What follows belongs to an exercise in optimizing a design on an open flow for small area and a short achievable clock period; a production flow would make more cautious choices.
Function was checked by simulation only, so behaviour that the tests miss may differ from the original.
The flow treats the clock pin as an ideal source, which a real chip does not have.

==> inputs of garnet <==
Design encrypter_top, start of the top module:
module encrypter_top(
    input             clk,
    input      [0:79] data_in,
    input      [0:63] master_key,
    input      [0:63] baby_key,
    output reg [0:79] data_out,
    output reg [0:7]  crc
    );
    reg  [0:79] data_q;
    reg  [0:63] master_q;
    reg  [0:63] baby_q;
    wire [0:79] data_c;
    wire [0:7]  crc_c;
    encrypter core (
        .data_in(data_q),
        .master_key(master_q),
        .baby_key(baby_q),
        .data_out(data_c),
        .crc(crc_c)
    );
    always @(posedge clk) begin
        data_q   <= data_in;
        master_q <= master_key;
        baby_q   <= baby_key;
        data_out <= data_c;
        crc      <= crc_c;
    end
endmodule
export LEC_CHECK = 0
export CAP_MARGIN = 30
export CORE_MARGIN = 2
export CORE_UTILIZATION = 55
export HOLD_SLACK_MARGIN = 0.1
export SLEW_MARGIN = 30
create_clock -name core_clock -period 22.0 [get_ports {clk}]
standard.sh (not shown) runs the stock make flow with config.mk's settings and CLKGATE_MAP_FILE= SYNTH_SCRIPT=/design/flow/synth_recipe.tcl, a recipe that flattens the netlist after the stock synthesis.
==> flow/flow/run.sh <==
#!/bin/bash
# Layout flow: the standard ORFS flow, except that synthesis maps the
# logic with flow/abc.script (delay-targeted mapping with area recovery)
# instead of ORFS's ABC speed script, and leaves adders to ABC instead of
# extracting full/half adder cells. Registers, flattening and renaming are
# those of the standard synthesis. Placement buffers the ports with buf_1,
# CTS uses clkbuf_8 without dummy loads, and the output registers' clock is
# delayed as a group after CTS (flow/pre_cts.tcl, flow/post_cts.tcl).
set -uo pipefail
export MY_ABC_SCRIPT="$PWD/flow/abc.script"
export SKEW_CELLS=3 SKEW_CELL=sky130_fd_sc_hd__clkdlybuf4s25_1
bash standard.sh SYNTH_SCRIPT="$PWD/flow/my_synth.tcl" ADDER_MAP_FILE= \
    SETUP_SLACK_MARGIN=15.35 \
    SKIP_CTS_REPAIR_TIMING=1 \
    PRE_CTS_TCL="$PWD/flow/pre_cts.tcl" POST_CTS_TCL="$PWD/flow/post_cts.tcl" \
    "BUFFER_PORTS_ARGS=-buffer_cell sky130_fd_sc_hd__buf_1" \
    "CTS_ARGS=-sink_clustering_enable -repair_clock_nets -dont_use_dummy_load -buf_list {sky130_fd_sc_hd__clkbuf_8 sky130_fd_sc_hd__clkbuf_16}" \
    finish > flow_make.log 2>&1
status=$?
cp -f orfs/logs/*/*/*/*.log . 2>/dev/null || true
exit $status
==> flow/flow/post_cts.tcl <==
# After CTS: delay the output registers' clock (see pre_cts.tcl) by a chain
# of delay cells in front of skew_out_buf, then repair timing with the skew
# in place.
set skew_block [ord::get_db_block]
set skew_db [ord::get_db]
set skew_cells [expr {[info exists ::env(SKEW_CELLS)] ? $::env(SKEW_CELLS) : 2}]
set skew_master [$skew_db findMaster [expr {[info exists ::env(SKEW_CELL)] ? $::env(SKEW_CELL) : "sky130_fd_sc_hd__clkdlybuf4s25_1"}]]
set skew_inst [$skew_block findInst skew_out_buf]
set skew_a [$skew_inst findITerm A]
set skew_prev [$skew_a getNet]
$skew_a disconnect
set skew_loc [$skew_inst getLocation]
for {set k 0} {$k < $skew_cells} {incr k} {
  set d [odb::dbInst_create $skew_block $skew_master skew_dly_$k]
  set dn [odb::dbNet_create $skew_block clk_skew_dly_$k]
  $dn setSigType CLOCK
  [$d findITerm A] connect $skew_prev
  [$d findITerm X] connect $dn
  $d setLocation [lindex $skew_loc 0] [lindex $skew_loc 1]
  $d setPlacementStatus PLACED
  set skew_prev $dn
}
$skew_a connect $skew_prev
puts "post_cts: $skew_cells delay cells in front of skew_out_buf"
detailed_placement
estimate_parasitics -placement
# cts.tcl's own repair is skipped (SKIP_CTS_REPAIR_TIMING=1) so that it
# sees this skew; the same steps follow here.
repair_timing_helper
detailed_placement
check_placement -verbose
Other scripts of this flow, unchanged in this note and not shown: flow/flow/abc.script, flow/flow/my_synth.tcl, flow/flow/pre_cts.tcl
==> inputs of lagoon, as changes to garnet <==
--- a/flow/flow/run.sh
+++ b/flow/flow/run.sh
@@ -9,11 +9,11 @@
 set -uo pipefail
 export MY_ABC_SCRIPT="$PWD/flow/abc.script"
-export SKEW_CELLS=3 SKEW_CELL=sky130_fd_sc_hd__clkdlybuf4s25_1
+export SKEW_CELLS=2 SKEW_CELL=sky130_fd_sc_hd__clkdlybuf4s25_1
 bash standard.sh SYNTH_SCRIPT="$PWD/flow/my_synth.tcl" ADDER_MAP_FILE= \
-    SETUP_SLACK_MARGIN=15.35 \
+    SETUP_SLACK_MARGIN=15.5 \
     SKIP_CTS_REPAIR_TIMING=1 \
     PRE_CTS_TCL="$PWD/flow/pre_cts.tcl" POST_CTS_TCL="$PWD/flow/post_cts.tcl" \
     "BUFFER_PORTS_ARGS=-buffer_cell sky130_fd_sc_hd__buf_1" \
-    "CTS_ARGS=-sink_clustering_enable -repair_clock_nets -dont_use_dummy_load -buf_list {sky130_fd_sc_hd__clkbuf_8 sky130_fd_sc_hd__clkbuf_16}" \
+    "CTS_ARGS=-sink_clustering_enable -repair_clock_nets -dont_use_dummy_load -buf_list sky130_fd_sc_hd__clkbuf_8 -sink_clustering_size 24" \
     finish > flow_make.log 2>&1
 status=$?
Settings changed: CAP_MARGIN 30 to 20, HOLD_SLACK_MARGIN 0.1 to not set, SLEW_MARGIN 30 to 20.
==> impl_metrics.py <==
metrics = {
    "run_status": {
        "check_fail_reasons": "negative hold slack",
        "run_status": "failed layout checks",
    },
    "sta": {
        "hold_slack_ns": -0.0329,
        "final-hold-violation-count": 3,
    },
    "route": {
        "drt_wl_total_um": 99700,
    },
    "finish": {
        "seq_area_share_pct": 20.9,
    },
}
[end of results for lagoon]
==> impl_metrics.py <==
metrics = {
    "run_status": {
        "run_status": "timing/DRC/antenna clean",
    },
    "sta": {
        "hold_slack_ns": 0.0666,
        "final-hold-violation-count": 0,
    },
    "placed_design": {
        "gp_congestion": 1.08,
    },
    "power_and_ir_drop": {
        "power.group.top": "combinational logic",
    },
    "logic_synthesis": {
        "synth_enable_flop_cells": 0,
    },
    "route": {
        "drt_wl_total_um": 103000,
    },
}
[end of results for garnet]

## port drivers added, routing unchanged
No port has a modelled driver above. Below, the same layouts with a new extraction and two added sets of constraints.
Step 1 (the two cells are an assumption about what drives the block):
set clk [get_ports {clk}]
set_driving_cell -lib_cell sky130_fd_sc_hd__clkbuf_16 $clk
set_driving_cell -lib_cell sky130_fd_sc_hd__buf_2 [delete_from_list [all_inputs] $clk]
Step 2, shift: input delay + t, output delay - t, t = (earliest + latest rising clock arrival at the registers) / 2. This alone moves slack from input paths to output paths.
a / b / c = no drivers / after step 1 / after step 2; a / b = the first two.
run | shift t [ns] | slack for setup (ns) | hold slack, ns | latest minus earliest clock arrival (ns) | cell pins on the clock port's net
garnet | 1.180 | 15.372 / 15.302 / 15.425 | 0.067 / 0.067 / 0.067 | 0.941 / 0.940 | 2
lagoon | 1.091 | 15.550 / 15.485 / 15.644 | -0.033 / -0.033 / -0.033 | 0.728 / 0.728 | 2
In garnet and lagoon the clock reaches the registers at very different times; t lies between them, and the last value is a rough guide only.
